Context: an optimization exercise on an open-source flow, tuned for small area and a short achievable clock period. The choices shown serve that exercise and are no tape-out recipe.
No run shown here included a check of the RTL's function; only the layout flow was run.

==> flow/design.v <==
module fixed(
input [15:0] data,
output [15:0] fixed
);
wire sign = data[15];
wire expo_sign = data[14];
wire [3:0] e = data[13:10];
wire [11:0] w = {1'b1, data[9:0], 1'b0};
wire [26:0] wl = {15'b0, w} << e;
wire [11:0] wr = w >> e;
wire left = expo_sign & (e != 4'd0);
wire zero = (data == 16'b0);
wire [14:0] fv = zero ? 15'b0 : (left ? wl[16:2] : {3'b0, wr});
wire [14:0] mag = sign ? (~fv + 15'd1) : fv;
assign fixed = {sign, mag};
endmodule
module fir (
input [15:0] signal,
input clk,
output [15:0] out,
output [15:0] f1,
output [31:0] f2,f3,f4,
output [15:0] fo1
);
wire sign = signal[15];
wire expo_sign = signal[14];
wire [3:0] e = signal[13:10];
wire [11:0] w = {1'b1, signal[9:0], 1'b0};
wire [26:0] wl = {15'b0, w} << e;
wire [11:0] wr = w >> e;
wire left = expo_sign & (e != 4'd0);
wire zero = (signal == 16'b0);
wire [14:0] fv = zero ? 15'b0 : (left ? wl[16:2] : {3'b0, wr});
wire fz = (fv == 15'b0);
wire [15:0] mg = {sign & fz, fv};
wire [19:0] sx = {20{~sign}};
wire signed [15:0] xq_a = {1'b0, fv ^ {15{sign}}};
wire signed [15:0] xq_b = 16'sd0;
wire signed [15:0] xq;
wire [15:0] xq__p = xq_a ^ xq_b;
wire [15:0] xq__g0 = xq_a & xq_b;
wire [15:0] xq__g = {xq__g0[15:1], xq__g0[0] | (xq__p[0] & (sign))};
wire xq__G1 = xq__g[1] | (xq__p[1] & xq__g[0]);
wire xq__P1 = xq__p[1] & xq__p[0];
wire xq__G2 = xq__g[3] | (xq__p[3] & xq__g[2]);
wire xq__P2 = xq__p[3] & xq__p[2];
wire xq__G3 = xq__g[5] | (xq__p[5] & xq__g[4]);
wire xq__P3 = xq__p[5] & xq__p[4];
wire xq__G4 = xq__g[7] | (xq__p[7] & xq__g[6]);
wire xq__P4 = xq__p[7] & xq__p[6];
wire xq__G5 = xq__g[9] | (xq__p[9] & xq__g[8]);
wire xq__P5 = xq__p[9] & xq__p[8];
wire xq__G6 = xq__g[11] | (xq__p[11] & xq__g[10]);
wire xq__P6 = xq__p[11] & xq__p[10];
wire xq__G7 = xq__g[13] | (xq__p[13] & xq__g[12]);
wire xq__P7 = xq__p[13] & xq__p[12];
wire xq__G8 = xq__g[15] | (xq__p[15] & xq__g[14]);
wire xq__P8 = xq__p[15] & xq__p[14];
wire xq__G9 = xq__g[2] | (xq__p[2] & xq__G1);
wire xq__P9 = xq__p[2] & xq__P1;
wire xq__G10 = xq__G2 | (xq__P2 & xq__G1);
wire xq__P10 = xq__P2 & xq__P1;
wire xq__G11 = xq__g[6] | (xq__p[6] & xq__G3);
wire xq__P11 = xq__p[6] & xq__P3;
wire xq__G12 = xq__G4 | (xq__P4 & xq__G3);
wire xq__P12 = xq__P4 & xq__P3;
wire xq__G13 = xq__g[10] | (xq__p[10] & xq__G5);
wire xq__P13 = xq__p[10] & xq__P5;
wire xq__G14 = xq__G6 | (xq__P6 & xq__G5);
wire xq__P14 = xq__P6 & xq__P5;
wire xq__G15 = xq__g[14] | (xq__p[14] & xq__G7);
wire xq__P15 = xq__p[14] & xq__P7;
wire xq__G16 = xq__G8 | (xq__P8 & xq__G7);
wire xq__P16 = xq__P8 & xq__P7;
wire xq__G17 = xq__g[4] | (xq__p[4] & xq__G10);
wire xq__P17 = xq__p[4] & xq__P10;
wire xq__G18 = xq__G3 | (xq__P3 & xq__G10);
wire xq__P18 = xq__P3 & xq__P10;
wire xq__G19 = xq__G11 | (xq__P11 & xq__G10);
wire xq__P19 = xq__P11 & xq__P10;
wire xq__G20 = xq__G12 | (xq__P12 & xq__G10);
wire xq__P20 = xq__P12 & xq__P10;
wire xq__G21 = xq__g[12] | (xq__p[12] & xq__G14);
wire xq__P21 = xq__p[12] & xq__P14;
wire xq__G22 = xq__G7 | (xq__P7 & xq__G14);
wire xq__P22 = xq__P7 & xq__P14;
wire xq__G23 = xq__G15 | (xq__P15 & xq__G14);
wire xq__P23 = xq__P15 & xq__P14;
wire xq__G24 = xq__G16 | (xq__P16 & xq__G14);
wire xq__P24 = xq__P16 & xq__P14;
wire xq__G25 = xq__g[8] | (xq__p[8] & xq__G20);
wire xq__P25 = xq__p[8] & xq__P20;
wire xq__G26 = xq__G5 | (xq__P5 & xq__G20);
wire xq__P26 = xq__P5 & xq__P20;
wire xq__G27 = xq__G13 | (xq__P13 & xq__G20);
wire xq__P27 = xq__P13 & xq__P20;
wire xq__G28 = xq__G14 | (xq__P14 & xq__G20);
wire xq__P28 = xq__P14 & xq__P20;
wire xq__G29 = xq__G21 | (xq__P21 & xq__G20);
wire xq__P29 = xq__P21 & xq__P20;
wire xq__G30 = xq__G22 | (xq__P22 & xq__G20);
wire xq__P30 = xq__P22 & xq__P20;
wire xq__G31 = xq__G23 | (xq__P23 & xq__G20);
wire xq__P31 = xq__P23 & xq__P20;
wire xq__G32 = xq__G24 | (xq__P24 & xq__G20);
wire xq__P32 = xq__P24 & xq__P20;
wire [16:0] xq__c = {xq__G32, xq__G31, xq__G30, xq__G29, xq__G28, xq__G27, xq__G26, xq__G25, xq__G20, xq__G19, xq__G18, xq__G17, xq__G10, xq__G9, xq__G1, xq__g[0], (sign)};
assign xq = xq__p ^ xq__c[15:0];
wire signed [15:0] xin = {sign, xq[14:0]};
wire signed [19:0] nc_x = {1'b0, mg, 3'b0} ^ sx;
wire signed [19:0] nc_y = {4'b0, mg} ^ sx;
wire signed [19:0] nc_z = {18'b0, ~sign, 1'b0};
wire signed [19:0] nc_s = nc_x ^ nc_y ^ nc_z;
wire [19:0] nc_m = (nc_x & nc_y) | (nc_x & nc_z) | (nc_y & nc_z);
wire signed [19:0] nin_a = nc_s;
wire signed [19:0] nin_b = {nc_m[18:0], 1'b0};
wire signed [19:0] nin;
add_sk_20 i_nin (.a(nin_a), .b(nin_b), .ci(1'b0), .s(nin));
reg signed [15:0] x;
reg signed [19:0] n;           
always @(posedge clk) begin
  x <= xin;
  n <= nin;
end
wire signed [18:0] m5_a = n;
wire signed [18:0] m5_b = x <<< 2;
wire m5_ci = 1'b0;
wire [8:0] m5_g = m5_a[8:0] & m5_b[8:0];
wire [8:0] m5_p = m5_a[8:0] | m5_b[8:0];
wire m5_G1 = m5_g[0] | (m5_p[0] & m5_ci);
wire m5_G2 = m5_g[2] | (m5_p[2] & m5_g[1]);
wire m5_P2 = m5_p[2] & m5_p[1];
wire m5_G3 = m5_g[4] | (m5_p[4] & m5_g[3]);
wire m5_P3 = m5_p[4] & m5_p[3];
wire m5_G4 = m5_g[6] | (m5_p[6] & m5_g[5]);
wire m5_P4 = m5_p[6] & m5_p[5];
wire m5_G5 = m5_g[8] | (m5_p[8] & m5_g[7]);
wire m5_P5 = m5_p[8] & m5_p[7];
wire m5_G6 = m5_G2 | (m5_P2 & m5_G1);
wire m5_G7 = m5_G4 | (m5_P4 & m5_G3);
wire m5_P7 = m5_P4 & m5_P3;
wire m5_G8 = m5_G7 | (m5_P7 & m5_G6);
wire m5_G9 = m5_G5 | (m5_P5 & m5_G8);
wire [8:0] m5_lo;
wire [9:0] m5_hi;
add_rip_9 i_m5_lo (.a(m5_a[8:0]), .b(m5_b[8:0]), .ci(m5_ci), .s(m5_lo));
add_rip_10 i_m5_hi (.a(m5_a[18:9]), .b(m5_b[18:9]), .ci(m5_G9), .s(m5_hi));
wire signed [18:0] m5 = {m5_hi, m5_lo};
wire signed [19:0] m11_a = n;
wire signed [19:0] m11_b = ~(x <<< 1);
wire signed [19:0] m11;
wire [19:0] m11__p = m11_a ^ m11_b;
wire [19:0] m11__g0 = m11_a & m11_b;
wire [19:0] m11__g = {m11__g0[19:1], m11__g0[0] | (m11__p[0] & (1'b1))};
wire m11__G1 = m11__g[1] | (m11__p[1] & m11__g[0]);
wire m11__P1 = m11__p[1] & m11__p[0];
wire m11__G2 = m11__g[3] | (m11__p[3] & m11__g[2]);
wire m11__P2 = m11__p[3] & m11__p[2];
wire m11__G3 = m11__g[5] | (m11__p[5] & m11__g[4]);
wire m11__P3 = m11__p[5] & m11__p[4];
wire m11__G4 = m11__g[7] | (m11__p[7] & m11__g[6]);
wire m11__P4 = m11__p[7] & m11__p[6];
wire m11__G5 = m11__g[9] | (m11__p[9] & m11__g[8]);
wire m11__P5 = m11__p[9] & m11__p[8];
wire m11__G6 = m11__g[11] | (m11__p[11] & m11__g[10]);
wire m11__P6 = m11__p[11] & m11__p[10];
wire m11__G7 = m11__g[13] | (m11__p[13] & m11__g[12]);
wire m11__P7 = m11__p[13] & m11__p[12];
wire m11__G8 = m11__g[15] | (m11__p[15] & m11__g[14]);
wire m11__P8 = m11__p[15] & m11__p[14];
wire m11__G9 = m11__g[17] | (m11__p[17] & m11__g[16]);
wire m11__P9 = m11__p[17] & m11__p[16];
wire m11__G10 = m11__g[19] | (m11__p[19] & m11__g[18]);
wire m11__P10 = m11__p[19] & m11__p[18];
wire m11__G11 = m11__g[2] | (m11__p[2] & m11__G1);
wire m11__P11 = m11__p[2] & m11__P1;
wire m11__G12 = m11__G2 | (m11__P2 & m11__G1);
wire m11__P12 = m11__P2 & m11__P1;
wire m11__G13 = m11__g[6] | (m11__p[6] & m11__G3);
wire m11__P13 = m11__p[6] & m11__P3;
wire m11__G14 = m11__G4 | (m11__P4 & m11__G3);
wire m11__P14 = m11__P4 & m11__P3;
wire m11__G15 = m11__g[10] | (m11__p[10] & m11__G5);
wire m11__P15 = m11__p[10] & m11__P5;
wire m11__G16 = m11__G6 | (m11__P6 & m11__G5);
wire m11__P16 = m11__P6 & m11__P5;
wire m11__G17 = m11__g[14] | (m11__p[14] & m11__G7);
wire m11__P17 = m11__p[14] & m11__P7;
wire m11__G18 = m11__G8 | (m11__P8 & m11__G7);
wire m11__P18 = m11__P8 & m11__P7;
wire m11__G19 = m11__g[18] | (m11__p[18] & m11__G9);
wire m11__P19 = m11__p[18] & m11__P9;
wire m11__G20 = m11__G10 | (m11__P10 & m11__G9);
wire m11__P20 = m11__P10 & m11__P9;
wire m11__G21 = m11__g[4] | (m11__p[4] & m11__G12);
wire m11__P21 = m11__p[4] & m11__P12;
wire m11__G22 = m11__G3 | (m11__P3 & m11__G12);
wire m11__P22 = m11__P3 & m11__P12;
wire m11__G23 = m11__G13 | (m11__P13 & m11__G12);
wire m11__P23 = m11__P13 & m11__P12;
wire m11__G24 = m11__G14 | (m11__P14 & m11__G12);
wire m11__P24 = m11__P14 & m11__P12;
wire m11__G25 = m11__g[12] | (m11__p[12] & m11__G16);
wire m11__P25 = m11__p[12] & m11__P16;
wire m11__G26 = m11__G7 | (m11__P7 & m11__G16);
wire m11__P26 = m11__P7 & m11__P16;
wire m11__G27 = m11__G17 | (m11__P17 & m11__G16);
wire m11__P27 = m11__P17 & m11__P16;
wire m11__G28 = m11__G18 | (m11__P18 & m11__G16);
wire m11__P28 = m11__P18 & m11__P16;
wire m11__G29 = m11__g[8] | (m11__p[8] & m11__G24);
wire m11__P29 = m11__p[8] & m11__P24;
wire m11__G30 = m11__G5 | (m11__P5 & m11__G24);
wire m11__P30 = m11__P5 & m11__P24;
wire m11__G31 = m11__G15 | (m11__P15 & m11__G24);
wire m11__P31 = m11__P15 & m11__P24;
wire m11__G32 = m11__G16 | (m11__P16 & m11__G24);
wire m11__P32 = m11__P16 & m11__P24;
wire m11__G33 = m11__G25 | (m11__P25 & m11__G24);
wire m11__P33 = m11__P25 & m11__P24;
wire m11__G34 = m11__G26 | (m11__P26 & m11__G24);
wire m11__P34 = m11__P26 & m11__P24;
wire m11__G35 = m11__G27 | (m11__P27 & m11__G24);
wire m11__P35 = m11__P27 & m11__P24;
wire m11__G36 = m11__G28 | (m11__P28 & m11__G24);
wire m11__P36 = m11__P28 & m11__P24;
wire m11__G37 = m11__g[16] | (m11__p[16] & m11__G36);
wire m11__P37 = m11__p[16] & m11__P36;
wire m11__G38 = m11__G9 | (m11__P9 & m11__G36);
wire m11__P38 = m11__P9 & m11__P36;
wire m11__G39 = m11__G19 | (m11__P19 & m11__G36);
wire m11__P39 = m11__P19 & m11__P36;
wire m11__G40 = m11__G20 | (m11__P20 & m11__G36);
wire m11__P40 = m11__P20 & m11__P36;
wire [20:0] m11__c = {m11__G40, m11__G39, m11__G38, m11__G37, m11__G36, m11__G35, m11__G34, m11__G33, m11__G32, m11__G31, m11__G30, m11__G29, m11__G24, m11__G23, m11__G22, m11__G21, m11__G12, m11__G11, m11__G1, m11__g[0], (1'b1)};
assign m11 = m11__p ^ m11__c[19:0];
wire signed [21:0] m45_a = n <<< 2;
wire signed [21:0] m45_b = n;
wire m45_ci = 1'b0;
wire [10:0] m45_g = m45_a[10:0] & m45_b[10:0];
wire [10:0] m45_p = m45_a[10:0] | m45_b[10:0];
wire m45_G1 = m45_g[0] | (m45_p[0] & m45_ci);
wire m45_G2 = m45_g[2] | (m45_p[2] & m45_g[1]);
wire m45_P2 = m45_p[2] & m45_p[1];
wire m45_G3 = m45_g[4] | (m45_p[4] & m45_g[3]);
wire m45_P3 = m45_p[4] & m45_p[3];
wire m45_G4 = m45_g[6] | (m45_p[6] & m45_g[5]);
wire m45_P4 = m45_p[6] & m45_p[5];
wire m45_G5 = m45_g[8] | (m45_p[8] & m45_g[7]);
wire m45_P5 = m45_p[8] & m45_p[7];
wire m45_G6 = m45_g[10] | (m45_p[10] & m45_g[9]);
wire m45_P6 = m45_p[10] & m45_p[9];
wire m45_G7 = m45_G2 | (m45_P2 & m45_G1);
wire m45_G8 = m45_G4 | (m45_P4 & m45_G3);
wire m45_P8 = m45_P4 & m45_P3;
wire m45_G9 = m45_G6 | (m45_P6 & m45_G5);
wire m45_P9 = m45_P6 & m45_P5;
wire m45_G10 = m45_G8 | (m45_P8 & m45_G7);
wire m45_G11 = m45_G9 | (m45_P9 & m45_G10);
wire [10:0] m45_lo;
wire [10:0] m45_hi;
add_rip_11 i_m45_lo (.a(m45_a[10:0]), .b(m45_b[10:0]), .ci(m45_ci), .s(m45_lo));
add_rip_11 i_m45_hi (.a(m45_a[21:11]), .b(m45_b[21:11]), .ci(m45_G11), .s(m45_hi));
wire signed [21:0] m45 = {m45_hi, m45_lo};
reg signed [9:0] ndh;          
reg nz;                        
reg signed [18:0] m5d;         
reg signed [21:0] m45d;        
reg signed [19:0] m11d;        
reg signed [19:0] r4;          
always @(posedge clk) begin
  ndh <= n[19:10];
  nz <= ~|n[9:0];
  m5d <= m5;
  m45d <= m45;
  m11d <= m11;
  r4 <= {m5d, 1'b0};
end
wire [23:0] p205_a = m45d;
wire [23:0] p205_b = m5d <<< 5;
wire p205_ci = 1'b0;
wire [10:0] p205_g = p205_a[10:0] & p205_b[10:0];
wire [10:0] p205_p = p205_a[10:0] | p205_b[10:0];
wire [11:0] p205_c;
wire p205_G1 = p205_g[0] | (p205_p[0] & p205_ci);
wire p205_G2 = p205_g[2] | (p205_p[2] & p205_g[1]);
wire p205_P2 = p205_p[2] & p205_p[1];
wire p205_G3 = p205_g[4] | (p205_p[4] & p205_g[3]);
wire p205_P3 = p205_p[4] & p205_p[3];
wire p205_G4 = p205_g[6] | (p205_p[6] & p205_g[5]);
wire p205_P4 = p205_p[6] & p205_p[5];
wire p205_G5 = p205_g[8] | (p205_p[8] & p205_g[7]);
wire p205_P5 = p205_p[8] & p205_p[7];
wire p205_G6 = p205_g[10] | (p205_p[10] & p205_g[9]);
wire p205_P6 = p205_p[10] & p205_p[9];
wire p205_G7 = p205_G2 | (p205_P2 & p205_G1);
wire p205_G8 = p205_G4 | (p205_P4 & p205_G3);
wire p205_P8 = p205_P4 & p205_P3;
wire p205_G9 = p205_G6 | (p205_P6 & p205_G5);
wire p205_P9 = p205_P6 & p205_P5;
wire p205_G10 = p205_G8 | (p205_P8 & p205_G7);
wire p205_G11 = p205_G9 | (p205_P9 & p205_G10);
assign p205_c[11] = p205_G11;
wire [10:0] p205_k = {p205_p[9:0], p205_ci};
wire p205_z = &(~(p205_a[10:0] ^ p205_b[10:0] ^ p205_k));
wire [12:0] p205_hi;
add_rip_13 i_p205_hi (.a(p205_a[23:11]), .b(p205_b[23:11]), .ci(p205_c[11]), .s(p205_hi));
wire signed [24:0] c407_x = m11d <<< 5;
wire signed [24:0] c407_y = m45d;
wire signed [24:0] c407_z = m5d <<< 1;
wire signed [24:0] c407_s = c407_x ^ c407_y ^ c407_z;
wire [24:0] c407_m = (c407_x & c407_y) | (c407_x & c407_z) | (c407_y & c407_z);
wire [24:0] p407_a = c407_s;
wire [24:0] p407_b = {c407_m[23:0], 1'b0};
wire p407_ci = 1'b0;
wire [10:0] p407_g = p407_a[10:0] & p407_b[10:0];
wire [10:0] p407_p = p407_a[10:0] | p407_b[10:0];
wire [11:0] p407_c;
wire p407_G1 = p407_g[0] | (p407_p[0] & p407_ci);
wire p407_G2 = p407_g[2] | (p407_p[2] & p407_g[1]);
wire p407_P2 = p407_p[2] & p407_p[1];
wire p407_G3 = p407_g[4] | (p407_p[4] & p407_g[3]);
wire p407_P3 = p407_p[4] & p407_p[3];
wire p407_G4 = p407_g[6] | (p407_p[6] & p407_g[5]);
wire p407_P4 = p407_p[6] & p407_p[5];
wire p407_G5 = p407_g[8] | (p407_p[8] & p407_g[7]);
wire p407_P5 = p407_p[8] & p407_p[7];
wire p407_G6 = p407_g[10] | (p407_p[10] & p407_g[9]);
wire p407_P6 = p407_p[10] & p407_p[9];
wire p407_G7 = p407_G2 | (p407_P2 & p407_G1);
wire p407_G8 = p407_G4 | (p407_P4 & p407_G3);
wire p407_P8 = p407_P4 & p407_P3;
wire p407_G9 = p407_G6 | (p407_P6 & p407_G5);
wire p407_P9 = p407_P6 & p407_P5;
wire p407_G10 = p407_G8 | (p407_P8 & p407_G7);
wire p407_G11 = p407_G9 | (p407_P9 & p407_G10);
assign p407_c[11] = p407_G11;
wire [10:0] p407_k = {p407_p[9:0], p407_ci};
wire p407_z = &(~(p407_a[10:0] ^ p407_b[10:0] ^ p407_k));
wire [13:0] p407_hi;
add_rip_14 i_p407_hi (.a(p407_a[24:11]), .b(p407_b[24:11]), .ci(p407_c[11]), .s(p407_hi));
wire signed [24:0] c327_x = m11d <<< 5;
wire signed [24:0] c327_y = ~(m5d <<< 2);
wire signed [24:0] c327_z = ~m5d;
wire signed [24:0] c327_s = c327_x ^ c327_y ^ c327_z;
wire [24:0] c327_m = (c327_x & c327_y) | (c327_x & c327_z) | (c327_y & c327_z);
wire [24:0] p327_a = c327_s;
wire [24:0] p327_b = {c327_m[23:0], 1'b1};
wire p327_ci = 1'b1;
wire [10:0] p327_g = p327_a[10:0] & p327_b[10:0];
wire [10:0] p327_p = p327_a[10:0] | p327_b[10:0];
wire [11:0] p327_c;
wire p327_G1 = p327_g[0] | (p327_p[0] & p327_ci);
wire p327_G2 = p327_g[2] | (p327_p[2] & p327_g[1]);
wire p327_P2 = p327_p[2] & p327_p[1];
wire p327_G3 = p327_g[4] | (p327_p[4] & p327_g[3]);
wire p327_P3 = p327_p[4] & p327_p[3];
wire p327_G4 = p327_g[6] | (p327_p[6] & p327_g[5]);
wire p327_P4 = p327_p[6] & p327_p[5];
wire p327_G5 = p327_g[8] | (p327_p[8] & p327_g[7]);
wire p327_P5 = p327_p[8] & p327_p[7];
wire p327_G6 = p327_g[10] | (p327_p[10] & p327_g[9]);
wire p327_P6 = p327_p[10] & p327_p[9];
wire p327_G7 = p327_G2 | (p327_P2 & p327_G1);
wire p327_G8 = p327_G4 | (p327_P4 & p327_G3);
wire p327_P8 = p327_P4 & p327_P3;
wire p327_G9 = p327_G6 | (p327_P6 & p327_G5);
wire p327_P9 = p327_P6 & p327_P5;
wire p327_G10 = p327_G8 | (p327_P8 & p327_G7);
wire p327_G11 = p327_G9 | (p327_P9 & p327_G10);
assign p327_c[11] = p327_G11;
wire [10:0] p327_k = {p327_p[9:0], p327_ci};
wire p327_z = &(~(p327_a[10:0] ^ p327_b[10:0] ^ p327_k));
wire [13:0] p327_hi;
add_rip_14 i_p327_hi (.a(p327_a[24:11]), .b(p327_b[24:11]), .ci(p327_c[11]), .s(p327_hi));
wire signed [8:0]  t9   = ndh[9:1];
wire signed [8:0]  t11  = m11d[19:11];
wire signed [8:0]  t10  = m5d[18:10];
wire signed [9:0]  c18  = ~ndh;           wire z18  = nz;
wire signed [11:0] c90  = ~m45d[21:10];   wire z90  = ~|m45d[9:0];
wire signed [12:0] c205 = ~p205_hi;   wire z205 = p205_z;
wire signed [13:0] c327 = ~p327_hi;   wire z327 = p327_z;
wire signed [13:0] c407 = ~p407_hi;   wire z407 = p407_z;
wire signed [9:0]  p18  = ndh;
wire signed [11:0] p90  = m45d[21:10];
wire signed [12:0] p205h = p205_hi;
wire signed [13:0] p327h = p327_hi;
wire signed [13:0] p407h = p407_hi;
reg signed [8:0] v15;
reg signed [9:0] v14;
reg signed [9:0] v13;
reg signed [10:0] v12;
reg signed [12:0] v11;
reg signed [13:0] v10;
reg signed [14:0] v9;
reg signed [15:0] v8;
reg signed [15:0] v7;
reg signed [15:0] v6;
reg signed [15:0] v5;
reg signed [15:0] v4;
reg signed [15:0] v3;
wire signed [9:0] v14_n_a = t11;
wire signed [9:0] v14_n_b = v15;
wire signed [9:0] v14_n;
wire [10:0] v14_n__c;
assign v14_n__c[0] = (1'b0);
genvar v14_n__i;
generate for (v14_n__i = 0; v14_n__i < 10; v14_n__i = v14_n__i + 1) begin : v14_n__r
  assign v14_n[v14_n__i] = v14_n_a[v14_n__i] ^ v14_n_b[v14_n__i] ^ v14_n__c[v14_n__i];
  assign v14_n__c[v14_n__i+1] = (v14_n_a[v14_n__i] & v14_n_b[v14_n__i]) | (v14_n_a[v14_n__i] & v14_n__c[v14_n__i]) | (v14_n_b[v14_n__i] & v14_n__c[v14_n__i]);
end endgenerate
wire signed [9:0] v13_n_a = t10;
wire signed [9:0] v13_n_b = v14;
wire signed [9:0] v13_n;
wire [10:0] v13_n__c;
assign v13_n__c[0] = (1'b0);
genvar v13_n__i;
generate for (v13_n__i = 0; v13_n__i < 10; v13_n__i = v13_n__i + 1) begin : v13_n__r
  assign v13_n[v13_n__i] = v13_n_a[v13_n__i] ^ v13_n_b[v13_n__i] ^ v13_n__c[v13_n__i];
  assign v13_n__c[v13_n__i+1] = (v13_n_a[v13_n__i] & v13_n_b[v13_n__i]) | (v13_n_a[v13_n__i] & v13_n__c[v13_n__i]) | (v13_n_b[v13_n__i] & v13_n__c[v13_n__i]);
end endgenerate
wire signed [10:0] v12_n_a = p18;
wire signed [10:0] v12_n_b = ~v13;
wire signed [10:0] v12_n;
wire [11:0] v12_n__c;
assign v12_n__c[0] = (~z18);
genvar v12_n__i;
generate for (v12_n__i = 0; v12_n__i < 11; v12_n__i = v12_n__i + 1) begin : v12_n__r
  assign v12_n[v12_n__i] = v12_n_a[v12_n__i] ^ v12_n_b[v12_n__i] ^ v12_n__c[v12_n__i];
  assign v12_n__c[v12_n__i+1] = (v12_n_a[v12_n__i] & v12_n_b[v12_n__i]) | (v12_n_a[v12_n__i] & v12_n__c[v12_n__i]) | (v12_n_b[v12_n__i] & v12_n__c[v12_n__i]);
end endgenerate
wire signed [12:0] v11_n_a = p90;
wire signed [12:0] v11_n_b = v12;
wire signed [12:0] v11_n;
wire [13:0] v11_n__c;
assign v11_n__c[0] = (~z90);
genvar v11_n__i;
generate for (v11_n__i = 0; v11_n__i < 13; v11_n__i = v11_n__i + 1) begin : v11_n__r
  assign v11_n[v11_n__i] = v11_n_a[v11_n__i] ^ v11_n_b[v11_n__i] ^ v11_n__c[v11_n__i];
  assign v11_n__c[v11_n__i+1] = (v11_n_a[v11_n__i] & v11_n_b[v11_n__i]) | (v11_n_a[v11_n__i] & v11_n__c[v11_n__i]) | (v11_n_b[v11_n__i] & v11_n__c[v11_n__i]);
end endgenerate
wire signed [13:0] v10_n_a = p205h;
wire signed [13:0] v10_n_b = v11;
wire signed [13:0] v10_n;
wire [14:0] v10_n__c;
assign v10_n__c[0] = (~z205);
genvar v10_n__i;
generate for (v10_n__i = 0; v10_n__i < 14; v10_n__i = v10_n__i + 1) begin : v10_n__r
  assign v10_n[v10_n__i] = v10_n_a[v10_n__i] ^ v10_n_b[v10_n__i] ^ v10_n__c[v10_n__i];
  assign v10_n__c[v10_n__i+1] = (v10_n_a[v10_n__i] & v10_n_b[v10_n__i]) | (v10_n_a[v10_n__i] & v10_n__c[v10_n__i]) | (v10_n_b[v10_n__i] & v10_n__c[v10_n__i]);
end endgenerate
wire signed [14:0] v9_n_a = p327h;
wire signed [14:0] v9_n_b = v10;
wire signed [14:0] v9_n;
wire [15:0] v9_n__c;
assign v9_n__c[0] = (~z327);
genvar v9_n__i;
generate for (v9_n__i = 0; v9_n__i < 15; v9_n__i = v9_n__i + 1) begin : v9_n__r
  assign v9_n[v9_n__i] = v9_n_a[v9_n__i] ^ v9_n_b[v9_n__i] ^ v9_n__c[v9_n__i];
  assign v9_n__c[v9_n__i+1] = (v9_n_a[v9_n__i] & v9_n_b[v9_n__i]) | (v9_n_a[v9_n__i] & v9_n__c[v9_n__i]) | (v9_n_b[v9_n__i] & v9_n__c[v9_n__i]);
end endgenerate
wire signed [15:0] v8_n_a = p407h;
wire signed [15:0] v8_n_b = v9;
wire signed [15:0] v8_n;
wire [16:0] v8_n__c;
assign v8_n__c[0] = (~z407);
genvar v8_n__i;
generate for (v8_n__i = 0; v8_n__i < 16; v8_n__i = v8_n__i + 1) begin : v8_n__r
  assign v8_n[v8_n__i] = v8_n_a[v8_n__i] ^ v8_n_b[v8_n__i] ^ v8_n__c[v8_n__i];
  assign v8_n__c[v8_n__i+1] = (v8_n_a[v8_n__i] & v8_n_b[v8_n__i]) | (v8_n_a[v8_n__i] & v8_n__c[v8_n__i]) | (v8_n_b[v8_n__i] & v8_n__c[v8_n__i]);
end endgenerate
wire signed [15:0] v7_n_a = p407h;
wire signed [15:0] v7_n_b = v8;
wire signed [15:0] v7_n;
wire [16:0] v7_n__c;
assign v7_n__c[0] = (~z407);
genvar v7_n__i;
generate for (v7_n__i = 0; v7_n__i < 16; v7_n__i = v7_n__i + 1) begin : v7_n__r
  assign v7_n[v7_n__i] = v7_n_a[v7_n__i] ^ v7_n_b[v7_n__i] ^ v7_n__c[v7_n__i];
  assign v7_n__c[v7_n__i+1] = (v7_n_a[v7_n__i] & v7_n_b[v7_n__i]) | (v7_n_a[v7_n__i] & v7_n__c[v7_n__i]) | (v7_n_b[v7_n__i] & v7_n__c[v7_n__i]);
end endgenerate
wire signed [15:0] v6_n_a = p327h;
wire signed [15:0] v6_n_b = v7;
wire signed [15:0] v6_n;
wire [16:0] v6_n__c;
assign v6_n__c[0] = (~z327);
genvar v6_n__i;
generate for (v6_n__i = 0; v6_n__i < 16; v6_n__i = v6_n__i + 1) begin : v6_n__r
  assign v6_n[v6_n__i] = v6_n_a[v6_n__i] ^ v6_n_b[v6_n__i] ^ v6_n__c[v6_n__i];
  assign v6_n__c[v6_n__i+1] = (v6_n_a[v6_n__i] & v6_n_b[v6_n__i]) | (v6_n_a[v6_n__i] & v6_n__c[v6_n__i]) | (v6_n_b[v6_n__i] & v6_n__c[v6_n__i]);
end endgenerate
wire signed [15:0] v5_n_a = p205h;
wire signed [15:0] v5_n_b = v6;
wire signed [15:0] v5_n;
wire [16:0] v5_n__c;
assign v5_n__c[0] = (~z205);
genvar v5_n__i;
generate for (v5_n__i = 0; v5_n__i < 16; v5_n__i = v5_n__i + 1) begin : v5_n__r
  assign v5_n[v5_n__i] = v5_n_a[v5_n__i] ^ v5_n_b[v5_n__i] ^ v5_n__c[v5_n__i];
  assign v5_n__c[v5_n__i+1] = (v5_n_a[v5_n__i] & v5_n_b[v5_n__i]) | (v5_n_a[v5_n__i] & v5_n__c[v5_n__i]) | (v5_n_b[v5_n__i] & v5_n__c[v5_n__i]);
end endgenerate
wire signed [15:0] v4_n_a = p90;
wire signed [15:0] v4_n_b = v5;
wire signed [15:0] v4_n;
wire [16:0] v4_n__c;
assign v4_n__c[0] = (~z90);
genvar v4_n__i;
generate for (v4_n__i = 0; v4_n__i < 16; v4_n__i = v4_n__i + 1) begin : v4_n__r
  assign v4_n[v4_n__i] = v4_n_a[v4_n__i] ^ v4_n_b[v4_n__i] ^ v4_n__c[v4_n__i];
  assign v4_n__c[v4_n__i+1] = (v4_n_a[v4_n__i] & v4_n_b[v4_n__i]) | (v4_n_a[v4_n__i] & v4_n__c[v4_n__i]) | (v4_n_b[v4_n__i] & v4_n__c[v4_n__i]);
end endgenerate
wire signed [15:0] v3_n_a = p18;
wire signed [15:0] v3_n_b = v4;
wire signed [15:0] v3_n;
wire [16:0] v3_n__c;
assign v3_n__c[0] = (~z18);
genvar v3_n__i;
generate for (v3_n__i = 0; v3_n__i < 16; v3_n__i = v3_n__i + 1) begin : v3_n__r
  assign v3_n[v3_n__i] = v3_n_a[v3_n__i] ^ v3_n_b[v3_n__i] ^ v3_n__c[v3_n__i];
  assign v3_n__c[v3_n__i+1] = (v3_n_a[v3_n__i] & v3_n_b[v3_n__i]) | (v3_n_a[v3_n__i] & v3_n__c[v3_n__i]) | (v3_n_b[v3_n__i] & v3_n__c[v3_n__i]);
end endgenerate
wire signed [8:0] t11x = m11[19:11];
wire signed [9:0] u_n_a = t11x;
wire signed [9:0] u_n_b = t10;
wire signed [9:0] u_n;
wire [10:0] u_n__c;
assign u_n__c[0] = (1'b0);
genvar u_n__i;
generate for (u_n__i = 0; u_n__i < 10; u_n__i = u_n__i + 1) begin : u_n__r
  assign u_n[u_n__i] = u_n_a[u_n__i] ^ u_n_b[u_n__i] ^ u_n__c[u_n__i];
  assign u_n__c[u_n__i+1] = (u_n_a[u_n__i] & u_n_b[u_n__i]) | (u_n_a[u_n__i] & u_n__c[u_n__i]) | (u_n_b[u_n__i] & u_n__c[u_n__i]);
end endgenerate
wire signed [15:0] cs1_x = t11x;
wire signed [15:0] cs1_y = t10;
wire signed [15:0] cs1_z = ~v3;
wire signed [15:0] cs1_s = cs1_x ^ cs1_y ^ cs1_z;
wire [15:0] cs1_m = (cs1_x & cs1_y) | (cs1_x & cs1_z) | (cs1_y & cs1_z);
wire signed [15:0] s1_n_a = cs1_s;
wire signed [15:0] s1_n_b = {cs1_m[14:0], 1'b0};
wire signed [15:0] s1_n;
wire [15:0] s1_n__p = s1_n_a ^ s1_n_b;
wire [15:0] s1_n__g0 = s1_n_a & s1_n_b;
wire [15:0] s1_n__g = {s1_n__g0[15:1], s1_n__g0[0] | (s1_n__p[0] & (1'b0))};
wire s1_n__G1 = s1_n__g[1] | (s1_n__p[1] & s1_n__g[0]);
wire s1_n__P1 = s1_n__p[1] & s1_n__p[0];
wire s1_n__G2 = s1_n__g[3] | (s1_n__p[3] & s1_n__g[2]);
wire s1_n__P2 = s1_n__p[3] & s1_n__p[2];
wire s1_n__G3 = s1_n__g[5] | (s1_n__p[5] & s1_n__g[4]);
wire s1_n__P3 = s1_n__p[5] & s1_n__p[4];
wire s1_n__G4 = s1_n__g[7] | (s1_n__p[7] & s1_n__g[6]);
wire s1_n__P4 = s1_n__p[7] & s1_n__p[6];
wire s1_n__G5 = s1_n__g[9] | (s1_n__p[9] & s1_n__g[8]);
wire s1_n__P5 = s1_n__p[9] & s1_n__p[8];
wire s1_n__G6 = s1_n__g[11] | (s1_n__p[11] & s1_n__g[10]);
wire s1_n__P6 = s1_n__p[11] & s1_n__p[10];
wire s1_n__G7 = s1_n__g[13] | (s1_n__p[13] & s1_n__g[12]);
wire s1_n__P7 = s1_n__p[13] & s1_n__p[12];
wire s1_n__G8 = s1_n__g[15] | (s1_n__p[15] & s1_n__g[14]);
wire s1_n__P8 = s1_n__p[15] & s1_n__p[14];
wire s1_n__G9 = s1_n__G2 | (s1_n__P2 & s1_n__G1);
wire s1_n__P9 = s1_n__P2 & s1_n__P1;
wire s1_n__G10 = s1_n__G4 | (s1_n__P4 & s1_n__G3);
wire s1_n__P10 = s1_n__P4 & s1_n__P3;
wire s1_n__G11 = s1_n__G6 | (s1_n__P6 & s1_n__G5);
wire s1_n__P11 = s1_n__P6 & s1_n__P5;
wire s1_n__G12 = s1_n__G8 | (s1_n__P8 & s1_n__G7);
wire s1_n__P12 = s1_n__P8 & s1_n__P7;
wire s1_n__G13 = s1_n__G10 | (s1_n__P10 & s1_n__G9);
wire s1_n__P13 = s1_n__P10 & s1_n__P9;
wire s1_n__G14 = s1_n__G12 | (s1_n__P12 & s1_n__G11);
wire s1_n__P14 = s1_n__P12 & s1_n__P11;
wire s1_n__G15 = s1_n__G14 | (s1_n__P14 & s1_n__G13);
wire s1_n__P15 = s1_n__P14 & s1_n__P13;
wire s1_n__G16 = s1_n__G11 | (s1_n__P11 & s1_n__G13);
wire s1_n__P16 = s1_n__P11 & s1_n__P13;
wire s1_n__G17 = s1_n__G3 | (s1_n__P3 & s1_n__G9);
wire s1_n__P17 = s1_n__P3 & s1_n__P9;
wire s1_n__G18 = s1_n__G5 | (s1_n__P5 & s1_n__G13);
wire s1_n__P18 = s1_n__P5 & s1_n__P13;
wire s1_n__G19 = s1_n__G7 | (s1_n__P7 & s1_n__G16);
wire s1_n__P19 = s1_n__P7 & s1_n__P16;
wire s1_n__G20 = s1_n__g[2] | (s1_n__p[2] & s1_n__G1);
wire s1_n__P20 = s1_n__p[2] & s1_n__P1;
wire s1_n__G21 = s1_n__g[4] | (s1_n__p[4] & s1_n__G9);
wire s1_n__P21 = s1_n__p[4] & s1_n__P9;
wire s1_n__G22 = s1_n__g[6] | (s1_n__p[6] & s1_n__G17);
wire s1_n__P22 = s1_n__p[6] & s1_n__P17;
wire s1_n__G23 = s1_n__g[8] | (s1_n__p[8] & s1_n__G13);
wire s1_n__P23 = s1_n__p[8] & s1_n__P13;
wire s1_n__G24 = s1_n__g[10] | (s1_n__p[10] & s1_n__G18);
wire s1_n__P24 = s1_n__p[10] & s1_n__P18;
wire s1_n__G25 = s1_n__g[12] | (s1_n__p[12] & s1_n__G16);
wire s1_n__P25 = s1_n__p[12] & s1_n__P16;
wire s1_n__G26 = s1_n__g[14] | (s1_n__p[14] & s1_n__G19);
wire s1_n__P26 = s1_n__p[14] & s1_n__P19;
wire [16:0] s1_n__c = {s1_n__G15, s1_n__G26, s1_n__G19, s1_n__G25, s1_n__G16, s1_n__G24, s1_n__G18, s1_n__G23, s1_n__G13, s1_n__G22, s1_n__G17, s1_n__G21, s1_n__G9, s1_n__G20, s1_n__G1, s1_n__g[0], (1'b0)};
assign s1_n = s1_n__p ^ s1_n__c[15:0];
reg signed [15:0] s1;
reg signed [9:0] u;
always @(posedge clk) begin
  v15 <= t9;
  v14 <= v14_n;
  v13 <= v13_n;
  v12 <= v12_n;
  v11 <= v11_n;
  v10 <= v10_n;
  v9 <= v9_n;
  v8 <= v8_n;
  v7 <= v7_n;
  v6 <= v6_n;
  v5 <= v5_n;
  v4 <= v4_n;
  v3 <= v3_n;
  u <= u_n;
  s1 <= s1_n;
end
wire signed [8:0] t0 = n[19:11];
wire [15:0] out_n;
add_o16 i_out (.a(s1), .bn(t0), .ci(1'b0), .s(out_n));
wire [10:0] fo1_s;
add_f11 i_fo1 (.a({u[9], u}), .bn(t0), .ci(1'b0), .s(fo1_s));
wire [15:0] fo1_n = {{5{fo1_s[10]}}, fo1_s};
assign out = out_n;
assign fo1 = fo1_n;
assign f1 = x;
assign f2 = {{12{n[19]}}, n};
assign f3 = {{12{m11d[19]}}, m11d};
assign f4 = {{12{r4[19]}}, r4};
endmodule
module add_sk_20(input [19:0] a, input [19:0] b, input ci, output [19:0] s);
wire [19:0] p = a ^ b;
wire [19:0] g0 = a & b;
wire [19:0] g = {g0[19:1], g0[0] | (p[0] & ci)};
wire G1 = g[1] | (p[1] & g[0]);
wire P1 = p[1] & p[0];
wire G2 = g[3] | (p[3] & g[2]);
wire P2 = p[3] & p[2];
wire G3 = g[5] | (p[5] & g[4]);
wire P3 = p[5] & p[4];
wire G4 = g[7] | (p[7] & g[6]);
wire P4 = p[7] & p[6];
wire G5 = g[9] | (p[9] & g[8]);
wire P5 = p[9] & p[8];
wire G6 = g[11] | (p[11] & g[10]);
wire P6 = p[11] & p[10];
wire G7 = g[13] | (p[13] & g[12]);
wire P7 = p[13] & p[12];
wire G8 = g[15] | (p[15] & g[14]);
wire P8 = p[15] & p[14];
wire G9 = g[17] | (p[17] & g[16]);
wire P9 = p[17] & p[16];
wire G10 = g[19] | (p[19] & g[18]);
wire P10 = p[19] & p[18];
wire G11 = g[2] | (p[2] & G1);
wire P11 = p[2] & P1;
wire G12 = G2 | (P2 & G1);
wire P12 = P2 & P1;
wire G13 = g[6] | (p[6] & G3);
wire P13 = p[6] & P3;
wire G14 = G4 | (P4 & G3);
wire P14 = P4 & P3;
wire G15 = g[10] | (p[10] & G5);
wire P15 = p[10] & P5;
wire G16 = G6 | (P6 & G5);
wire P16 = P6 & P5;
wire G17 = g[14] | (p[14] & G7);
wire P17 = p[14] & P7;
wire G18 = G8 | (P8 & G7);
wire P18 = P8 & P7;
wire G19 = g[18] | (p[18] & G9);
wire P19 = p[18] & P9;
wire G20 = G10 | (P10 & G9);
wire P20 = P10 & P9;
wire G21 = g[4] | (p[4] & G12);
wire P21 = p[4] & P12;
wire G22 = G3 | (P3 & G12);
wire P22 = P3 & P12;
wire G23 = G13 | (P13 & G12);
wire P23 = P13 & P12;
wire G24 = G14 | (P14 & G12);
wire P24 = P14 & P12;
wire G25 = g[12] | (p[12] & G16);
wire P25 = p[12] & P16;
wire G26 = G7 | (P7 & G16);
wire P26 = P7 & P16;
wire G27 = G17 | (P17 & G16);
wire P27 = P17 & P16;
wire G28 = G18 | (P18 & G16);
wire P28 = P18 & P16;
wire G29 = g[8] | (p[8] & G24);
wire P29 = p[8] & P24;
wire G30 = G5 | (P5 & G24);
wire P30 = P5 & P24;
wire G31 = G15 | (P15 & G24);
wire P31 = P15 & P24;
wire G32 = G16 | (P16 & G24);
wire P32 = P16 & P24;
wire G33 = G25 | (P25 & G24);
wire P33 = P25 & P24;
wire G34 = G26 | (P26 & G24);
wire P34 = P26 & P24;
wire G35 = G27 | (P27 & G24);
wire P35 = P27 & P24;
wire G36 = G28 | (P28 & G24);
wire P36 = P28 & P24;
wire G37 = g[16] | (p[16] & G36);
wire P37 = p[16] & P36;
wire G38 = G9 | (P9 & G36);
wire P38 = P9 & P36;
wire G39 = G19 | (P19 & G36);
wire P39 = P19 & P36;
wire G40 = G20 | (P20 & G36);
wire P40 = P20 & P36;
wire [20:0] c = {G40, G39, G38, G37, G36, G35, G34, G33, G32, G31, G30, G29, G24, G23, G22, G21, G12, G11, G1, g[0], ci};
assign s = p ^ c[19:0];
endmodule
module add_rip_9(input [8:0] a, input [8:0] b, input ci, output [8:0] s);
wire [9:0] c;
assign c[0] = ci;
genvar i;
generate for (i = 0; i < 9; i = i + 1) begin : r
  assign s[i] = a[i] ^ b[i] ^ c[i];
  assign c[i+1] = (a[i] & b[i]) | (a[i] & c[i]) | (b[i] & c[i]);
end endgenerate
endmodule
module add_rip_10(input [9:0] a, input [9:0] b, input ci, output [9:0] s);
wire [10:0] c;
assign c[0] = ci;
genvar i;
generate for (i = 0; i < 10; i = i + 1) begin : r
  assign s[i] = a[i] ^ b[i] ^ c[i];
  assign c[i+1] = (a[i] & b[i]) | (a[i] & c[i]) | (b[i] & c[i]);
end endgenerate
endmodule
module add_rip_11(input [10:0] a, input [10:0] b, input ci, output [10:0] s);
wire [11:0] c;
assign c[0] = ci;
genvar i;
generate for (i = 0; i < 11; i = i + 1) begin : r
  assign s[i] = a[i] ^ b[i] ^ c[i];
  assign c[i+1] = (a[i] & b[i]) | (a[i] & c[i]) | (b[i] & c[i]);
end endgenerate
endmodule
module add_rip_13(input [12:0] a, input [12:0] b, input ci, output [12:0] s);
wire [13:0] c;
assign c[0] = ci;
genvar i;
generate for (i = 0; i < 13; i = i + 1) begin : r
  assign s[i] = a[i] ^ b[i] ^ c[i];
  assign c[i+1] = (a[i] & b[i]) | (a[i] & c[i]) | (b[i] & c[i]);
end endgenerate
endmodule
module add_rip_14(input [13:0] a, input [13:0] b, input ci, output [13:0] s);
wire [14:0] c;
assign c[0] = ci;
genvar i;
generate for (i = 0; i < 14; i = i + 1) begin : r
  assign s[i] = a[i] ^ b[i] ^ c[i];
  assign c[i+1] = (a[i] & b[i]) | (a[i] & c[i]) | (b[i] & c[i]);
end endgenerate
endmodule
module add_o16(input [15:0] a, input [8:0] bn, input ci, output [15:0] s);
wire [15:0] b = {{7{bn[8]}}, bn};
wire [15:0] p = a ^ b;
wire [15:0] g0 = a & b;
wire [15:0] g = {g0[15:1], g0[0] | (p[0] & ci)};
wire G1 = g[1] | (p[1] & g[0]);
wire P1 = p[1] & p[0];
wire G2 = g[3] | (p[3] & g[2]);
wire P2 = p[3] & p[2];
wire G3 = g[5] | (p[5] & g[4]);
wire P3 = p[5] & p[4];
wire G4 = g[7] | (p[7] & g[6]);
wire P4 = p[7] & p[6];
wire G5 = g[9] | (p[9] & g[8]);
wire P5 = p[9] & p[8];
wire G6 = g[11] | (p[11] & g[10]);
wire P6 = p[11] & p[10];
wire G7 = g[13] | (p[13] & g[12]);
wire P7 = p[13] & p[12];
wire G8 = g[15] | (p[15] & g[14]);
wire P8 = p[15] & p[14];
wire G9 = g[2] | (p[2] & G1);
wire P9 = p[2] & P1;
wire G10 = G2 | (P2 & G1);
wire P10 = P2 & P1;
wire G11 = g[6] | (p[6] & G3);
wire P11 = p[6] & P3;
wire G12 = G4 | (P4 & G3);
wire P12 = P4 & P3;
wire G13 = g[10] | (p[10] & G5);
wire P13 = p[10] & P5;
wire G14 = G6 | (P6 & G5);
wire P14 = P6 & P5;
wire G15 = g[14] | (p[14] & G7);
wire P15 = p[14] & P7;
wire G16 = G8 | (P8 & G7);
wire P16 = P8 & P7;
wire G17 = g[4] | (p[4] & G10);
wire P17 = p[4] & P10;
wire G18 = G3 | (P3 & G10);
wire P18 = P3 & P10;
wire G19 = G11 | (P11 & G10);
wire P19 = P11 & P10;
wire G20 = G12 | (P12 & G10);
wire P20 = P12 & P10;
wire G21 = g[12] | (p[12] & G14);
wire P21 = p[12] & P14;
wire G22 = G7 | (P7 & G14);
wire P22 = P7 & P14;
wire G23 = G15 | (P15 & G14);
wire P23 = P15 & P14;
wire G24 = G16 | (P16 & G14);
wire P24 = P16 & P14;
wire G25 = g[8] | (p[8] & G20);
wire P25 = p[8] & P20;
wire G26 = G5 | (P5 & G20);
wire P26 = P5 & P20;
wire G27 = G13 | (P13 & G20);
wire P27 = P13 & P20;
wire G28 = G14 | (P14 & G20);
wire P28 = P14 & P20;
wire G29 = G21 | (P21 & G20);
wire P29 = P21 & P20;
wire G30 = G22 | (P22 & G20);
wire P30 = P22 & P20;
wire G31 = G23 | (P23 & G20);
wire P31 = P23 & P20;
wire G32 = G24 | (P24 & G20);
wire P32 = P24 & P20;
wire [16:0] c = {G32, G31, G30, G29, G28, G27, G26, G25, G20, G19, G18, G17, G10, G9, G1, g[0], ci};
assign s = p ^ c[15:0];
endmodule
module add_f11(input [10:0] a, input [8:0] bn, input ci, output [10:0] s);
wire [10:0] b = {{2{bn[8]}}, bn};
wire [10:0] p = a ^ b;
wire [10:0] g0 = a & b;
wire [10:0] g = {g0[10:1], g0[0] | (p[0] & ci)};
wire G1 = g[1] | (p[1] & g[0]);
wire P1 = p[1] & p[0];
wire G2 = g[3] | (p[3] & g[2]);
wire P2 = p[3] & p[2];
wire G3 = g[5] | (p[5] & g[4]);
wire P3 = p[5] & p[4];
wire G4 = g[7] | (p[7] & g[6]);
wire P4 = p[7] & p[6];
wire G5 = g[9] | (p[9] & g[8]);
wire P5 = p[9] & p[8];
wire G6 = g[2] | (p[2] & G1);
wire P6 = p[2] & P1;
wire G7 = G2 | (P2 & G1);
wire P7 = P2 & P1;
wire G8 = g[6] | (p[6] & G3);
wire P8 = p[6] & P3;
wire G9 = G4 | (P4 & G3);
wire P9 = P4 & P3;
wire G10 = g[10] | (p[10] & G5);
wire P10 = p[10] & P5;
wire G11 = g[4] | (p[4] & G7);
wire P11 = p[4] & P7;
wire G12 = G3 | (P3 & G7);
wire P12 = P3 & P7;
wire G13 = G8 | (P8 & G7);
wire P13 = P8 & P7;
wire G14 = G9 | (P9 & G7);
wire P14 = P9 & P7;
wire G15 = g[8] | (p[8] & G14);
wire P15 = p[8] & P14;
wire G16 = G5 | (P5 & G14);
wire P16 = P5 & P14;
wire G17 = G10 | (P10 & G14);
wire P17 = P10 & P14;
wire [11:0] c = {G17, G16, G15, G14, G13, G12, G11, G7, G6, G1, g[0], ci};
assign s = p ^ c[10:0];
endmodule
==> flow/flow/run.sh <==
#!/bin/bash
# The standard layout (the standard.sh); the ports are buffered by flow/ports.tcl
# instead of by ORFS's own buffer_ports call.
bash standard.sh DONT_BUFFER_PORTS=1 POST_GLOBAL_PLACE_TCL="$PWD/flow/ports.tcl" finish > standard.log 2>&1
==> flow/flow/ports.tcl <==
# Port buffering, run right after global placement in place of ORFS's own
# buffer_ports: every input but the clock gets a buf_4, every output a buf_1.
buffer_ports -inputs -buffer_cell sky130_fd_sc_hd__buf_4
buffer_ports -outputs -buffer_cell sky130_fd_sc_hd__buf_1
==> flow/standard.sh <==
#!/bin/bash
# synth_recipe.tcl (not shown) runs the flow's synth.tcl, then flattens the netlist and writes it again
# the make line also repeats each setting of config.mk as NAME=value (left out here)
make -C /OpenROAD-flow-scripts/flow DESIGN_CONFIG=/design/flow/config.mk WORK_HOME=/design/flow/orfs CLKGATE_MAP_FILE= SYNTH_SCRIPT=/design/flow/synth_recipe.tcl "${@:-finish}"
==> flow/config.mk <==
export PLATFORM = sky130hd
export DESIGN_NAME = fir
export DESIGN_NICKNAME = fir
export VERILOG_FILES = /design/flow/design.v
export SDC_FILE = /design/flow/constraint.sdc
export NUM_CORES = 4
export LEC_CHECK = 0
export ABC_AREA = 1
export CAP_MARGIN = 20
export CORE_MARGIN = 2
export CORE_UTILIZATION = 40
export CTS_CLUSTER_DIAMETER = 60
export CTS_CLUSTER_SIZE = 40
export SLEW_MARGIN = 20
export SYNTH_HIERARCHICAL = 1
==> flow/constraint.sdc <==
create_clock -name core_clock -period 30.0 [get_ports {clk}]
set_input_delay 6.0000 -clock core_clock [delete_from_list [all_inputs] [get_ports {clk}]]
set_output_delay 6.0000 -clock core_clock [all_outputs]
set_load 0.01 [all_outputs]
==> results of run 1 <==
==> routing by layer <==
| metal | vias to the layer above | track usage (%) | wire length (um) |
|---|---|---|---|
| li1 | 6309 | - | - |
| met1 | 6505 | 24.3 | 21000 |
| met2 | 245 | 30.2 | 22000 |
| met3 | 66 | 2.19 | 1820 |
| met4 | 0 | 4.95 | 1190 |
| met5 | - | 0 | 0 |
==> cell usage in the layout, fill, tap and decap left out, drive strengths merged, types with 29 or more instances in the layout <==
| cell | count |
|---|---|
| inv | 379 |
| nand2 | 324 |
| ha | 156 |
| buf | 165 |
| xor2 | 36 |
| nand3 | 132 |
| clkbuf | 29 |
| xnor2 | 42 |
| fa | 321 |
| a21oi | 56 |
| dfxtp | 331 |
| nor2 | 70 |
==> layout make-up <==
cell class,instances,area share (%)
Clock buffer,29,3.09
Clock inverter,23,1.74
Inverter,368,5.98
Multi-Input combinational cell,1239,53.8
Sequential cell,331,28.7
Tap cell,680,3.68
Timing Repair Buffer,165,3.04
==> worst max-delay path, cell delays in order <==
cell and delay (ps):
buf_4 210, inv_2 150, nor2_1 600, nand3_1 150, nand4_1 130, nand3_1 140
ha_1 400, inv_1 70, ha_1 300, ha_1 340, nand2_1 100, nand2_1 70
a21oi_2 130, nand2_2 130, nand2_2 100, nand2_4 70, fa_1 380, xor2_1 170
==> modules after synthesis, one instance, submodules excluded <==
module | cell area [sq um] | cells inside | copies in the design | flops+latches
add_rip_13 | 299 | 27 | 1 | 0
add_sk_20 | 905 | 139 | 1 | 0
add_rip_14 | 317 | 27 | 2 | 0
add_rip_9 | 219 | 23 | 1 | 0
add_rip_10 | 239 | 24 | 1 | 0
add_o16 | 761 | 129 | 1 | 0
fir | 16800 | 1477 | 1 | 331
add_f11 | 440 | 64 | 1 | 0
add_rip_11 | 259 | 25 | 2 | 0
==> state kept, by name (all words and copies together), names as in the netlist, 19 cells and up <==
| register | count |
|---|---|
| m11d | 20 |
| m5d | 19 |
| r4 | 19 |
| m45d | 22 |
| n | 20 |
==> through the flow <==
stage               hold WS (ps)  cells  util, %  worst slack, ps
floorplan                    355   1998        -            20920
global placement             380   2624     41.5            20510
detailed placement           384   2783     42.8            20230
CTS                          397   2835     45.0            20720
global route                 411   2835     45.0            20380
finish                       388   2835     45.0            20790
==> synthesized netlist by cell type (4+ instances only) <==
library cell    n  share of area [%]
inv_1         355                6.4
dfxtp_1       331                 32
fa_1          321                 31
nand2_1       276                5.0
ha_1          156                9.4
nand3_1       119                2.9
nor2_1         62                1.1
a21oi_1        49                1.2
buf_4          44                1.6
nand2_2        42                1.3
xnor2_1        42                1.8
xor2_1         36                1.5
o21ai_0        15               0.36
inv_2          12               0.22
nand3_2        12               0.58
nand4_1        10               0.30
buf_2           9               0.22
or2_2           8               0.24
a21oi_2         7               0.29
nor2_4          7               0.38
o21bai_1        7               0.25
nand2_4         6               0.32
nor4_1          5               0.15
nor3_1          4              0.096
o21a_1          4               0.14
o21ai_1         4              0.096
o22ai_1         4               0.12
==> worst max path at each step <==
stage | start | endpoint | slack, ps
4_1_cts | n[11] | out[9] | 20720
3_5_place_dp | signal[15] | n[17] | 20230
5_1_grt | m5d[10] | v6[15] | 20380
6_report | signal[12] | n[17] | 20790
3_3_place_gp | signal[13] | n[17] | 20510
2_1_floorplan | signal[11] | n[17] | 20920
==> cell families after synthesis <==
logic type	share of synthesized area, %
buf+inv	8.67
flops	31.8
simple gates	12.7
xor+xnor	3.28
fa+ha+maj	40.2
compound gates	3.34
other cells	0.0180
==> results.sh, run 1 <==
export IMPL_ys_seq_area_share_pct=31.8
export IMPL_synth_seq_cells=331
export IMPL_wl_um=46000
export IMPL_r2r_end="v6[15]"
export IMPL_ctsHtreeMaxLevel=1
export IMPL_dr_pass1_iters=5
export IMPL_dpl_cell_area_sq_mm=0.0220
export IMPL_vias_per_cell=4.63
export IMPL_diodes=0
export IMPL_cts_root_buffer="clkbuf_16"
export IMPL_seq_area_sq_mm=0.00663
export IMPL_fin_crit_sh_pct=30.7
export IMPL_synthCells=1987
export IMPL_reg2regPathDepth=29
export IMPL_rows=83
export IMPL_nNetsFinal=2627
export IMPL_synthDistinctLibCells=51
export IMPL_die_area_sq_mm=0.0539
export IMPL_fin_area_sq_mm=0.0231
export IMPL_critical_path_required_ps=30440
export IMPL_fin_skew_ps=51.9
export IMPL_synth_enable_flop_cells=0
export IMPL_hold_viol_final=0
export IMPL_grt_use_total_pct=17.9
export IMPL_hold_depth=0
export IMPL_drc=0
export IMPL_crit_type="in2reg"
export IMPL_postRouteAntennaNets=0
export IMPL_tightest_slew_ps=751
export IMPL_cts_sinks=331
export IMPL_setup_viol=0
export IMPL_hold_buffers=0
export IMPL_yosysWarningCount=7
export IMPL_async_flop_share_pct=0
export IMPL_antenna_found_initial=0
export IMPL_multi_input_comb_area_sq_mm=0.0124
export IMPL_rsz0062_at_grt="false"
export IMPL_r2r_start="m5d[10]"
export IMPL_hpwl_um=38500
export IMPL_relSlewSlack_pct=49.8
export IMPL_drt_iter0_markers=604
export IMPL_clock_path_buffers=3
export IMPL_max_freq_mhz=109
export IMPL_syn_area_sq_mm=0.0208
export IMPL_core_area_sq_mm=0.0514
export IMPL_min_from="ndh[3]"
export IMPL_io_pins=161
export IMPL_grt_pass1_vias=14000
export IMPL_grt_pass1_wl_um=74900
export IMPL_drive_gt1_share_pct=8.26
export IMPL_io_buffer_count=159
export IMPL_max_cap_violations=0
export IMPL_outcome="no timing/DRC/antenna violations"
export IMPL_dieHeight_um=232
export IMPL_ys_flop_type="dfxtp_1"
export IMPL_ctsResizeCount=0
export IMPL_dr_total_vias=13100
export IMPL_path_clk_slew_ps=90
export IMPL_cp_end_kind="flop"
export IMPL_min_period_ps=9210
export IMPL_clock_latency_ps=610
export IMPL_overflow=0
export IMPL_hp_class="reg2reg"
export IMPL_crit_path_max_fanout=16
export IMPL_wl_per_cell_um=16.2
export IMPL_drv_slew=0
export IMPL_cts_inserted_buffers=28
export IMPL_initial_core_util_pct=40.5
export IMPL_cts_tree="done"
export IMPL_die_w_um=232
export IMPL_start_kind="input pin"
export IMPL_arrival_ps=9650
export IMPL_r2r_slack_ps=20830
export IMPL_setup_tns_ps=0
export IMPL_grt_max_degree=37
export IMPL_hold_end="v15[2]"
export IMPL_nFillCells=4818
export IMPL_areaGrowthSynthToFinish_pct=11.0
export IMPL_cts_setup_buffers=0
export IMPL_synth_avg_cell_area_sq_um=10.5
==> run 2: changes to the inputs <==
--- a/flow/config.mk
+++ b/flow/config.mk
@@ -11,4 +11,5 @@
 export CORE_UTILIZATION = 40
-export CTS_CLUSTER_DIAMETER = 60
-export CTS_CLUSTER_SIZE = 40
+export CTS_BUF_LIST = sky130_fd_sc_hd__clkbuf_16
+export CTS_CLUSTER_DIAMETER = 50
+export CTS_CLUSTER_SIZE = 60
 export SLEW_MARGIN = 20
==> run 2 against run 1 <==
- still clean on timing, DRC and antenna
- synthesized cell count did not move
- via count decreased by 0.14%
- register-to-register slack hardly changed
- cell count rose by 0.35%
- critical path type unchanged
- critical endpoint unchanged
- largest cell class unchanged
- highest routed layer unchanged
==> results.sh, run 2 <==
export IMPL_grt_pass1_wl_um=75300
export IMPL_holdWs_ps=399
export IMPL_clock_latency_ps=580
export IMPL_max_freq_mhz=109
export IMPL_setup_viol=0
export IMPL_wl_um=46400
export IMPL_synth_common_cells="inv_1 (355), dfxtp_1 (331), fa_1 (321)"
export IMPL_cts_root_buffer="clkbuf_16"
export IMPL_top_regs="m45d x22, m11d x20, n x20"
export IMPL_nNetsFinal=2633
export IMPL_start_kind="input pin"
export IMPL_grt_max_degree=37
export IMPL_cts_setup_buffers=0
export IMPL_overflow=0
export IMPL_hold_buffers=0
export IMPL_synthCells=1987
export IMPL_die_area_sq_mm=0.0539
export IMPL_layout_common_cells="inv_1 (357), dfxtp_1 (329), fa_1 (321)"
export IMPL_drc=0
export IMPL_max_cap_violations=0
export IMPL_grt_use_total_pct=18.1
export IMPL_synth_seq_cells=331
export IMPL_setup_tns_ps=0
export IMPL_ctsResizeCount=0
export IMPL_rsz0062_at_grt="false"
export IMPL_fin_skew_ps=40.0
export IMPL_grt_pass1_vias=14100
export IMPL_cts_inserted_buffers=34
export IMPL_yosysWarningCount=7
export IMPL_drt_iter0_markers=553
export IMPL_largest_reg_flops=22
export IMPL_yosysMostFrequentCell="inv_1"
export IMPL_drv_slew=0
export IMPL_arrival_ps=9640
export IMPL_hp_class="reg2reg"
export IMPL_synthDistinctLibCells=51
export IMPL_synth_area_leaders="dfxtp_1 (32%), fa_1 (31%), ha_1 (9.4%)"
export IMPL_cts_tree="done"
export IMPL_crit_type="in2reg"
export IMPL_cp_end_kind="flop"
export IMPL_diodes=0
export IMPL_rows=83
export IMPL_die_w_um=232
export IMPL_relSlewSlack_pct=49.9
export IMPL_postRouteAntennaNets=0
export IMPL_tightest_slew_ps=748
export IMPL_fin_crit_sh_pct=30.7
export IMPL_dr_pass1_iters=5
export IMPL_drive_gt1_share_pct=8.59
export IMPL_initial_core_util_pct=40.5
export IMPL_io_pins=161
export IMPL_synth_avg_cell_area_sq_um=10.5
export IMPL_io_buffer_count=159
export IMPL_largest_register="m45d"
export IMPL_wl_per_cell_um=16.3
export IMPL_cts_sinks=331
export IMPL_hold_viol_final=0
export IMPL_syn_area_sq_mm=0.0208
export IMPL_crit_path_max_fanout=16
export IMPL_clock_path_buffers=3
export IMPL_ys_seq_area_share_pct=31.8
export IMPL_yosysTopAreaCell="dfxtp_1"
export IMPL_areaGrowthSynthToFinish_pct=11.4
export IMPL_core_area_sq_mm=0.0514
export IMPL_vias_per_cell=4.61
export IMPL_path_clk_slew_ps=80
export IMPL_dr_total_vias=13100
export IMPL_yosys_area_top_type_share_pct=31.8
export IMPL_synth_enable_flop_cells=0
export IMPL_dieHeight_um=232
export IMPL_async_flop_share_pct=0
export IMPL_ys_flop_type="dfxtp_1"
export IMPL_ctsHtreeMaxLevel=2
export IMPL_hpwl_um=38500
export IMPL_layout_commonest_cell="inv_1"
export IMPL_critical_path_required_ps=30450
export IMPL_antenna_found_initial=0
export IMPL_outcome="no timing/DRC/antenna violations"
export IMPL_min_period_ps=9200
## run 2: cell counts after synthesis
Identical to the previous run, type by type.
## run 2: final timing paths
check                                start      to  slack (ps)  cells after the start
worst max-delay path            signal[12]   n[17]       20800                     18
worst min-delay path                ndh[5]  v15[4]         400                      0
worst max register to register     m5d[10]  v6[15]       20820                     29
worst min register to register      ndh[5]  v15[4]         400                      0
## run 2: cell families (layout without fill, tap and decap cells)
| logic type | Yosys count | after routing | synth area share (%) |
|---|---|---|---|
| AO/OA/AOI/OAI | 112 | 112 | 3.34 |
| XOR/XNOR | 78 | 78 | 3.28 |
| adder cells (fa/ha/maj) | 477 | 477 | 40.2 |
| buffers and inverters | 428 | 595 | 8.67 |
| flip-flops | 331 | 331 | 31.8 |
| other | 1 | 12 | 0.0180 |
| AND/OR/NAND/NOR | 560 | 560 | 12.7 |
## run 2: critical path, cell delays in order
cell     delay (ps)
buf_4           210
inv_2           150
nor2_1          600
nand3_1         150
nand4_1         130
nand3_1         140
ha_1            400
inv_1            70
ha_1            300
ha_1            340
nand2_1         100
nand2_1          70
a21oi_2         130
nand2_2         130
nand2_2         100
nand2_4          70
fa_1            380
xor2_1          170
## run 2: routing by layer
| layer | vias to the layer above | GRT usage, % | routed length [um] |
|---|---|---|---|
| li1 | 6323 | - | - |
| met1 | 6476 | 24.2 | 21200 |
| met3 | 78 | 2.87 | 1750 |
| met5 | - | 0 | 0 |
| met4 | 0 | 5.77 | 1330 |
| met2 | 229 | 30.2 | 22200 |
## run 2: per-module statistics from Yosys, one instance, submodules excluded
module      flip-flops and latches  times used
fir                            331           1
add_sk_20                        0           1
add_o16                          0           1
add_f11                          0           1
add_rip_14                       0           2
add_rip_13                       0           1
add_rip_11                       0           2
add_rip_10                       0           1
add_rip_9                        0           1
## run 2: per-stage QoR
stage	util, %	setup slack [ps]	instances	area, sq um
detailed placement	42.8	20230	2783	22000
global route	45.2	20340	2845	23200
global placement	41.5	20510	2624	21300
CTS	45.2	20720	2845	23200
floorplan	-	20920	1998	20900
finish	45.2	20800	2845	23200
## run 2: final cells by class
| class | instances | area [sq um] |
|---|---|---|
| clock buffer | 34 | 851 |
| clock inverter | 28 | 353 |
| fill | 4808 | 28200 |
| inverter | 368 | 1380 |
| multi-input combinational | 1239 | 12400 |
| sequential | 331 | 6630 |
| tap | 680 | 851 |
| timing repair buffer | 165 | 702 |

## separate check: timing with driven ports
The flow's constraints put no driver on any port. The routed layouts listed below were extracted and timed again, unchanged, in two steps. Step 1, drivers: a clkbuf_16 drives clk and a buf_2 each remaining input, both assumed. Step 2 moves the port delays by t, midway between the first and last clock arrival at a register: inputs arrive t later, outputs are due t later. That takes back most of the time a late clock gives input paths. a / b / c = ideal / step 1 / step 2; a / b = the first two.
run	t (ns)	setup slack, ns	worst hold slack (ns)	worst setup path at the end	pins driven straight from the clock port
run 1	0.633	20.791 / 20.761 / 20.184	0.388 / 0.388 / 0.388	input to register	1
run 2	0.613	20.804 / 20.765 / 20.220	0.399 / 0.399 / 0.399	input to register	1
After both steps every run listed still meets setup and hold. The setup slack of run 1, which loses most, moves by -0.030 ns with the drivers and by -0.607 ns with both steps.
